Context: an optimization exercise on an open-source flow, tuned for small area, a short achievable clock period and few clock cycles per item. The choices shown serve that exercise and are no tape-out recipe.
RTL that was checked went through simulation tests only; none was proved equivalent to the original.
The flow treats the clock pin as an ideal source, which a real chip does not have.
Power figures rest on the tool's default switching activity, not on a simulated workload.

v54:
Design Optical_8x8ctrl_top, start of the top module:
module Optical_8x8ctrl_top#(
    parameter       P_BAR       =   1'b0,
    parameter       P_CROSS     =   1'b1,
    parameter       P_DSTWIDTH  =   3   ,
    parameter       P_PORTNUM   =   8   ,
    parameter       P_SWITCHNUM =   4
)(
    input                                   i_clk           ,
    input                                   i_rst           ,
    input  [P_DSTWIDTH*P_PORTNUM - 1:0]     i_8x8_req       ,
    input                                   i_8x8_valid     ,
    output [19:0]                           o_grant_8x8     ,
    output                                  o_grant_valid
);
wire [3:1] w_s;
wire [8:0] w_e0;
wire       w_b3;
wire [5:0] w_d1;
reg  [3:1] r_s;      
reg  [8:0] r_e0;     
reg        r_b3;     
reg  [5:0] r_d1;     
reg        r_valid;
benes8_in u_in (
    .i_req (i_8x8_req),
    .o_s   (w_s),
    .o_e0  (w_e0),
    .o_b3  (w_b3),
    .o_d1  (w_d1)
);
benes8_out u_out (
    .i_s     (r_s),
    .i_e0    ({~r_e0[8:3], r_e0[2:0]}),
    .i_b3    (~r_b3),
    .i_d1    ({~r_d1[5:2], r_d1[1:0]}),
    .o_grant (o_grant_8x8)
);
assign o_grant_valid = r_valid;
always @(posedge i_clk) begin
    r_s  <= w_s;
    r_e0 <= {~w_e0[8:3], w_e0[2:0]};
  ...
Size: roughly 140 cells after synthesis, about 20 flip-flops, about 48 I/O pins, about 0.0012 mm² of cells after synthesis.
clock: 19.0 ns
lec_check: 0
cap_margin: 20
core_area: 2 2 64 64
die_area: 0 0 66 66
slew_margin: 20
standard.sh (not shown) runs the stock make flow with config.mk's settings and CLKGATE_MAP_FILE= SYNTH_SCRIPT=/design/flow/synth_recipe.tcl, a recipe that flattens the netlist after the stock synthesis.
==> flow/flow/run.sh <==
#!/bin/bash
set -euo pipefail
cd "$(dirname "$0")/.."
W=$(pwd)
{ head -n 1 synth_recipe.tcl; cat flow/abc_override.tcl; tail -n +2 synth_recipe.tcl; } > own_synth.tcl
sed "s#SYNTH_SCRIPT=[^ ]*#SYNTH_SCRIPT=$W/own_synth.tcl#" standard.sh > own_standard.sh
grep -q "SYNTH_SCRIPT=$W/own_synth.tcl" own_standard.sh
export OWN_ABC_SCRIPT=$W/flow/abc.script
export BUFFER_PORTS_ARGS="-buffer_cell sky130_fd_sc_hd__buf_2"
export POST_GLOBAL_PLACE_TCL=$W/flow/outbuf.tcl
export POST_CTS_TCL=$W/flow/size.tcl
export CTS_ARGS="-sink_clustering_enable -repair_clock_nets -buf_list {sky130_fd_sc_hd__clkbuf_4} -root_buf sky130_fd_sc_hd__clkbuf_4 -dont_use_dummy_load"
bash own_standard.sh > flow.log 2>&1
==> flow/flow/abc.script <==
&get -n
&st
&dch
&nf
&st
&syn2
&if -g -K 6
&synch2
&nf
&st
&syn2
&if -g -K 6
&synch2
&nf
&st
&syn2
&if -g -K 6
&synch2
&nf
&st
&syn2
&if -g -K 6
&synch2
&nf
&st
&syn2
&if -g -K 6
&synch2
&nf
&put
topo
stime -c
==> flow/flow/abc_override.tcl <==
# Technology mapping with this flow's own ABC script (flow/abc.script) in place
# of ORFS's; everything else in the standard flow's synthesis stays as it is.
proc abc {args} {
  set i [lsearch -exact $args -script]
  if {$i >= 0} { lset args [expr {$i + 1}] $::env(OWN_ABC_SCRIPT) }
  yosys abc {*}$args
}
Other scripts of this flow, unchanged in this note and not shown: flow/flow/outbuf.tcl, flow/flow/size.tcl
Testbench counts of v54, summed over its fixed seeds: cycles 2,048, items 2,048.
Changes in v48 relative to v54:
==> flow/flow/abc.script <==
&get -n
&st
&dch
&nf -R 20
&put
-- flow/flow/abc_override.tcl --
<<< v54, line 5
  if {$i >= 0} { lset args [expr {$i + 1}] $::env(OWN_ABC_SCRIPT) }
  yosys abc {*}$args
>>> v48, line 5
  if {$i >= 0} { lset args [expr {$i + 1}] $::env(OWN_ABC_SCRIPT) }
  puts "abc_override: abc [join $args]"
  yosys abc {*}$args
==> notes.md <==
Final critical-path required period ends up higher on v54.
v48 finished all stages; the layout is clean.
Delta(met1 usage, v48 - v54) > 0
Between v48 and v54, post-layout utilization of the core is lower for v48, v54 comes in above that.
Looking at worst setup path startpoint, the i_8x8_req[1] result is from v54; the r_e0[1]$_DFF_P_ one comes from v48.
Compared to v54, v48 has worst setup slack 0.066 ns higher.
In the metrics for v48 and v54, the one carrying the lower multi-input gate share of the layout cell area is v48.
[inputs] v14 vs v48
==> flow/flow/abc.script <==
&get -n
&st
&dch
&nf -p
&put
==> comparison <==
Total power of v14 is higher than that of v48.
Run comparison: v48 critical path class reg -> out; v14 critical path class in -> reg
Summary of v14 over v48: fraction of power consumed by the clock network moved down, total wire length after detailed routing increased by about 0.5% relative to the old numbers, clock power moved down, cell-internal power shows an increase of about 1.6%, synthesized cell count picked up an extra 5.
Relative to v48, the routing usage on met1 of v14 is lower by 1.2 points.
Post-synthesis sequential area ratio sits lower in v14 than in v48.
Amount of wire on met3 after detailed routing: higher on v48
[compare] base=v48 new=v14: finished layout cell area grew by about 1.3%; area fraction in compound gates after synthesis shrank by 2.3 points.


P:
Starting RTL as in the previous note.
clock: 19.0 ns
lec_check: 0
cap_margin: 20
core_area: 2 2 64 64
die_area: 0 0 66 66
slew_margin: 20
==> flow/flow/abc.script <==
&get -n
&st
&dch
&nf
&put
==> flow/flow/abc_override.tcl <==
# Technology mapping with this flow's own ABC script (flow/abc.script) in place
# of ORFS's; everything else in the standard flow's synthesis stays as it is.
proc abc {args} {
  set i [lsearch -exact $args -script]
  if {$i >= 0} { lset args [expr {$i + 1}] $::env(OWN_ABC_SCRIPT) }
  yosys abc {*}$args
}
Scripts as last shown in full above: flow/flow/run.sh
Other scripts of this flow, unchanged in this note and not shown: flow/flow/outbuf.tcl, flow/flow/size.tcl
Having completed the whole flow, P delivered a layout that passed the timing, DRC and antenna checks.
Testbench counts of P, summed over its fixed seeds: cycles 2,048, items 2,048.
Setup changes, P to Q
==> flow/flow/run.sh <==
#!/bin/bash
set -euo pipefail
cd "$(dirname "$0")/.."
W=$(pwd)
export BUFFER_PORTS_ARGS="-buffer_cell sky130_fd_sc_hd__buf_2"
export POST_GLOBAL_PLACE_TCL=$W/flow/outbuf.tcl
export POST_CTS_TCL=$W/flow/size.tcl
export CTS_ARGS="-sink_clustering_enable -repair_clock_nets -buf_list {sky130_fd_sc_hd__clkbuf_4} -root_buf sky130_fd_sc_hd__clkbuf_4 -dont_use_dummy_load"
bash standard.sh > flow.log 2>&1
removed: flow/flow/abc.script
removed: flow/flow/abc_override.tcl
Notes after the runs:
Higher final-layout worst hold slack was reported by Q, not P.
Fmax of Q falls short of that of P by a few percent.
Q does worse than P on via count.


Another version of the RTL of Optical_8x8ctrl_top (not shown whole).
For scale: roughly 170 cells after synthesis, roughly 24 flip-flops, ~48 I/O pins, roughly 1600 um^2 of cells after synthesis.
Settings: LEC_CHECK=0, CAP_MARGIN=20, CORE_MARGIN=2, CORE_UTILIZATION=40, SLEW_MARGIN=20; clock period 19.0 ns.
==> flow/flow/run.sh <==
#!/bin/bash
# Standard ORFS layout, with plain buffers (instead of delay buffers) on the
# ports and a smaller clock tree. Each tool's output goes to flow.log here;
# ORFS's per-step logs stay under orfs/logs/.
set -euo pipefail
cd "$(dirname "$0")/.."
export BUFFER_PORTS_ARGS="-buffer_cell sky130_fd_sc_hd__buf_2"
export SETUP_SLACK_MARGIN=13.8
bash standard.sh > flow.log 2>&1
Next try:
==> flow/flow/run.sh (replaced) <==
#!/bin/bash
# The standard layout (standard.sh), changed in four ways:
#  - synthesis maps the logic with this flow's ABC script (flow/abc.script),
#    otherwise it is the standard flow's synthesis script unchanged;
#  - ports get plain buffers (buf_2) instead of delay buffers, and output
#    port buffers are then shrunk to buf_1 (flow/outbuf.tcl);
#  - the clock tree uses clkbuf_8 without dummy loads.
# All tool output goes to flow.log in the work folder; ORFS's per-step logs
# stay under orfs/logs/.
set -euo pipefail
cd "$(dirname "$0")/.."
W=$(pwd)
{ head -n 1 synth_recipe.tcl; cat flow/abc_override.tcl; tail -n +2 synth_recipe.tcl; } > own_synth.tcl
sed "s#SYNTH_SCRIPT=[^ ]*#SYNTH_SCRIPT=$W/own_synth.tcl#" standard.sh > own_standard.sh
grep -q "SYNTH_SCRIPT=$W/own_synth.tcl" own_standard.sh
export OWN_ABC_SCRIPT=$W/flow/abc.script
export BUFFER_PORTS_ARGS="-buffer_cell sky130_fd_sc_hd__buf_2"
export POST_GLOBAL_PLACE_TCL=$W/flow/outbuf.tcl
export CTS_ARGS="-sink_clustering_enable -repair_clock_nets -buf_list {sky130_fd_sc_hd__clkbuf_8} -root_buf sky130_fd_sc_hd__clkbuf_8 -dont_use_dummy_load"
bash own_standard.sh > flow.log 2>&1
==> flow/flow/abc.script (new file) <==
&get -n
&st
&dch
&nf
&st
&syn2
&if -g -K 6
&synch2
&nf
&st
&syn2
&if -g -K 6
&synch2
&nf
&put
==> flow/flow/abc_override.tcl (new file) <==
# Technology mapping with this flow's own ABC script (flow/abc.script) in place
# of ORFS's; everything else in the standard flow's synthesis stays as it is.
proc abc {args} {
  set i [lsearch -exact $args -script]
  if {$i >= 0} { lset args [expr {$i + 1}] $::env(OWN_ABC_SCRIPT) }
  yosys abc {*}$args
}
==> flow/flow/outbuf.tcl (new file) <==
# After port buffering and global placement: shrink each output port's buffer
# to the minimum size (it drives only the port's load).
foreach inst [get_cells output*] {
  set cell [get_property $inst ref_name]
  if {$cell eq "sky130_fd_sc_hd__buf_2"} {
    replace_cell $inst sky130_fd_sc_hd__buf_1
  }
}
Result:
- The new run finished with timing, DRC and antenna clean
- design area decreases by 26%
- area after synthesis falls by 8.5%
- synthesized cell count drops by 8.8%
- global-route usage went down by 1.7 points
- die area falls by 8.0%
- utilization fell by 12 points
- sequential share of layout area went up by 7.0 points
- total power fell by 19%
- cell count falls by 6.4%
- first-iteration DRC count is unchanged
Next try:
==> flow/flow/run.sh (replaced) <==
#!/bin/bash
# Standard ORFS layout, with plain buffers (instead of delay buffers) on the
# ports and a smaller clock tree. Each tool's output goes to flow.log here;
# ORFS's per-step logs stay under orfs/logs/.
set -euo pipefail
cd "$(dirname "$0")/.."
export BUFFER_PORTS_ARGS="-buffer_cell sky130_fd_sc_hd__buf_2"
bash standard.sh > flow.log 2>&1
Settings changed: ABC_AREA from default to 1.
removed: flow/flow/abc.script
removed: flow/flow/abc_override.tcl
removed: flow/flow/outbuf.tcl
Clock power increases by 19%.
Area after synthesis increases by 22%.
Power increases by 7.5%.
Final area increases by 19%.
First-iteration DRC count increases by 22%.
Critical path depth increases by 5.
Worst setup slack improved by 1200 ps.
Via count increases by 36%.
Count of clock-buffer cells in the layout increases by 1.
Routed wire length increases by 24%.
Next try:
==> flow/flow/run.sh (replaced) <==
#!/bin/bash
# Standard ORFS layout (the standard.sh) with plain buffers instead of delay
# buffers on the ports, minimum-size output-port buffers and smaller clock-tree
# buffers. All tool output goes to flow.log in the work folder; ORFS's per-step
# logs stay under orfs/logs/.
set -euo pipefail
cd "$(dirname "$0")/.."
W=$(pwd)
export BUFFER_PORTS_ARGS="-buffer_cell sky130_fd_sc_hd__buf_2"
export POST_GLOBAL_PLACE_TCL=$W/flow/outbuf.tcl
export CTS_ARGS="-sink_clustering_enable -repair_clock_nets -buf_list {${CTSBUF:-sky130_fd_sc_hd__clkbuf_8}} -root_buf ${CTSROOT:-sky130_fd_sc_hd__clkbuf_8} -dont_use_dummy_load"
bash standard.sh > flow.log 2>&1
==> flow/flow/outbuf.tcl (new file) <==
# After port buffering and global placement: shrink each output port's buffer
# to the minimum size (it drives only the port's load).
foreach inst [get_cells output*] {
  set cell [get_property $inst ref_name]
  if {$cell eq "sky130_fd_sc_hd__buf_2"} {
    replace_cell $inst sky130_fd_sc_hd__buf_1
  }
}
Settings changed: ABC_AREA 1 to default.
After rerunning: Maximum frequency falls by 10%. Hold slack is about the same. Critical path depth falls by 5. Count of clock-buffer cells in the layout falls by 1.
Next try:
Settings changed: CORE_UTILIZATION 40 to 60.
Worst setup slack is better by 86 ps.
Design area goes down by 1.3%.
Wire length went down by about 11%.
Total power is lower by about 0.7%.
Utilization rose by 23 points.
First-iteration DRC count goes down by 55%.
No run of this note included a check of the RTL's function; only the layout flow was run.


run H:
Optical_8x8ctrl_top, a different RTL version from the one above (not shown whole).
Size: about 48 I/O pins, ~1500 sq um of cells after synthesis.
## Optical_8x8ctrl_top
module Optical_8x8ctrl_top#(
    parameter       P_BAR       =   1'b0,
    parameter       P_CROSS     =   1'b1,
    parameter       P_DSTWIDTH  =   3   ,
    parameter       P_PORTNUM   =   8   ,
    parameter       P_SWITCHNUM =   4
)(
    input                                   i_clk           ,
    input                                   i_rst           ,
    input  [P_DSTWIDTH*P_PORTNUM - 1:0]     i_8x8_req       ,
    input                                   i_8x8_valid     ,
    output [19:0]                           o_grant_8x8     ,
    output                                  o_grant_valid
);
clock: 19.0 ns
lec_check: 0
cap_margin: 20
core_area: 2 2 64 64
die_area: 0 0 66 66
slew_margin: 20
==> flow/flow/run.sh <==
#!/bin/bash
# Standard ORFS layout (the standard.sh) with plain buffers instead of delay
# buffers on the ports, minimum-size output-port buffers and smaller clock-tree
# buffers. All tool output goes to flow.log in the work folder; ORFS's per-step
# logs stay under orfs/logs/.
set -euo pipefail
cd "$(dirname "$0")/.."
W=$(pwd)
export BUFFER_PORTS_ARGS="-buffer_cell sky130_fd_sc_hd__buf_2"
export POST_GLOBAL_PLACE_TCL=$W/flow/outbuf.tcl
export CTS_ARGS="-sink_clustering_enable -repair_clock_nets -buf_list {${CTSBUF:-sky130_fd_sc_hd__clkbuf_8}} -root_buf ${CTSROOT:-sky130_fd_sc_hd__clkbuf_8} -dont_use_dummy_load"
bash standard.sh > flow.log 2>&1
==> flow/flow/outbuf.tcl <==
# After port buffering and global placement: shrink each output port's buffer
# to the minimum size (it drives only the port's load).
foreach inst [get_cells output*] {
  set cell [get_property $inst ref_name]
  if {$cell eq "sky130_fd_sc_hd__buf_2"} {
    replace_cell $inst sky130_fd_sc_hd__buf_1
  }
}
Testbench counts of run H, summed over its fixed seeds: cycles 2,048, items 2,048.
The following lists how run Z was set up differently from run H:
diff --git a/flow/flow/run.sh b/flow/flow/run.sh
--- a/flow/flow/run.sh
+++ b/flow/flow/run.sh
@@ -8,0 +9,4 @@
+{ head -n 1 synth_recipe.tcl; cat flow/abc_override.tcl; tail -n +2 synth_recipe.tcl; } > own_synth.tcl
+sed "s#SYNTH_SCRIPT=[^ ]*#SYNTH_SCRIPT=$W/own_synth.tcl#" standard.sh > own_standard.sh
+grep -q "SYNTH_SCRIPT=$W/own_synth.tcl" own_standard.sh
+export OWN_ABC_SCRIPT=$W/flow/abc.script
@@ -11,2 +15,2 @@
-export CTS_ARGS="-sink_clustering_enable -repair_clock_nets -buf_list {${CTSBUF:-sky130_fd_sc_hd__clkbuf_8}} -root_buf ${CTSROOT:-sky130_fd_sc_hd__clkbuf_8} -dont_use_dummy_load"
-bash standard.sh > flow.log 2>&1
+export CTS_ARGS="-sink_clustering_enable -repair_clock_nets -buf_list {sky130_fd_sc_hd__clkbuf_4} -root_buf sky130_fd_sc_hd__clkbuf_4 -dont_use_dummy_load"
+bash own_standard.sh > flow.log 2>&1
==> flow/flow/abc.script (new file) <==
&get -n
&st
&dch
&nf
&st
&syn2
&if -g -K 6
&synch2
&nf
&st
&syn2
&if -g -K 6
&synch2
&nf
&st
&syn2
&if -g -K 6
&synch2
&nf
&st
&syn2
&if -g -K 6
&synch2
&nf
&st
&syn2
&if -g -K 6
&synch2
&nf
&put
buffer -c
topo
stime -c
upsize -c
dnsize -c
upsize -c
dnsize -c
==> flow/flow/abc_override.tcl (new file) <==
# Technology mapping with this flow's own ABC script (flow/abc.script) in place
# of ORFS's; everything else in the standard flow's synthesis stays as it is.
proc abc {args} {
  set i [lsearch -exact $args -script]
  if {$i >= 0} { lset args [expr {$i + 1}] $::env(OWN_ABC_SCRIPT) }
  puts "abc_override: using $::env(OWN_ABC_SCRIPT)"
  yosys abc {*}$args
}
==> flow/flow/outbuf.tcl <==
# After port buffering and global placement: shrink to the minimum size the
# buffers of the output ports (each drives only its port's load) and of the
# inputs that feed no comparison (the destinations' bit 0, valid and reset).
set small {i_8x8_valid i_rst}
for {set i 0} {$i < 8} {incr i} { lappend small "i_8x8_req\[[expr {3 * $i}]\]" }
foreach inst [[ord::get_db_block] getInsts] {
  set name [$inst getName]
  if {[[$inst getMaster] getName] ne "sky130_fd_sc_hd__buf_2"} { continue }
  set a [$inst findITerm A]
  if {$a eq "NULL" || [$a getNet] eq "NULL"} { continue }
  set in [[$a getNet] getName]
  if {[string match output* $name] || ([string match input* $name] && [lsearch -exact $small $in] >= 0)} {
    puts "outbuf.tcl: $name ($in) -> buf_1"
    replace_cell [get_cells $name] sky130_fd_sc_hd__buf_1
  }
}
- The cell with the largest stage delay on the worst path comes out sky130_fd_sc_hd__dfxtp_1 in one run and sky130_fd_sc_hd__mux2i_4 in the other, namely in run Z and run H respectively.
- Per the comparison of run Z with run H, sequential share of layout area grew by 0.45 points; estimated wirelength of the detail-placed design lower; via count now sits lower; overall global routing resource usage neither gained nor lost much.
- Summary of run Z over run H: power density normalized to cell area went down by about 4%, tightest hold margin dropped 0.064 ns, area of all placed cells without fillers has decreased, fraction of met1 tracks used by global routing picked up an extra 0.42 points.

## afterwards: timing with drivers on the ports
In the flow no input, the clock included, has a driving cell. The finished layouts below were timed again as built, in two steps. Step 1, drivers: a clkbuf_16 drives i_clk and a buf_2 each remaining input, both assumed. Step 2 adds t to the input delays and takes it off the output delays; t is the mean of the earliest and latest rising clock arrival at the registers after step 1. Input paths then give back, and output paths get back, about the clock's delay inside the block. Three values: no drivers, after step 1, after step 2; two values: the first two.
| run | shift t [ns] | setup slack, ns | worst setup path at the end | cell pins on the clock port's net |
|---|---|---|---|---|
| v54 | 0.302 | 13.698 / 13.683 / 13.395 | input to register | 1 |
| v48 | 0.310 | 13.763 / 13.742 / 13.461 | input to register | 1 |
| v14 | 0.308 | 13.821 / 13.825 / 13.516 | input to register | 1 |
| P | 0.314 | 13.807 / 13.783 / 13.532 | input to register | 1 |
| Q | 0.303 | 13.649 / 13.628 / 13.385 | input to register | 1 |
| the first run of note 3 | 0.280 | 13.482 / 13.453 / 13.172 | input to register | 1 |
| the second run of note 3 | 0.278 | 12.484 / 12.487 / 12.209 | input to register | 1 |
| the third run of note 3 | 0.280 | 13.723 / 13.720 / 13.441 | input to register | 1 |
| the fourth run of note 3 | 0.276 | 13.127 / 13.134 / 12.857 | input to register | 1 |
| the fifth run of note 3 | 0.275 | 13.213 / 13.214 / 12.939 | input to register | 1 |
| run H | 0.270 | 13.553 / 13.560 / 13.290 | input to register | 1 |
| run Z | 0.306 | 13.564 / 13.540 / 13.296 | input to register | 1 |
After both steps setup and hold are still met in every run listed. For the first run of note 3, which loses most, drivers alone change the setup slack by -0.029 ns; drivers and shift together by -0.310 ns.
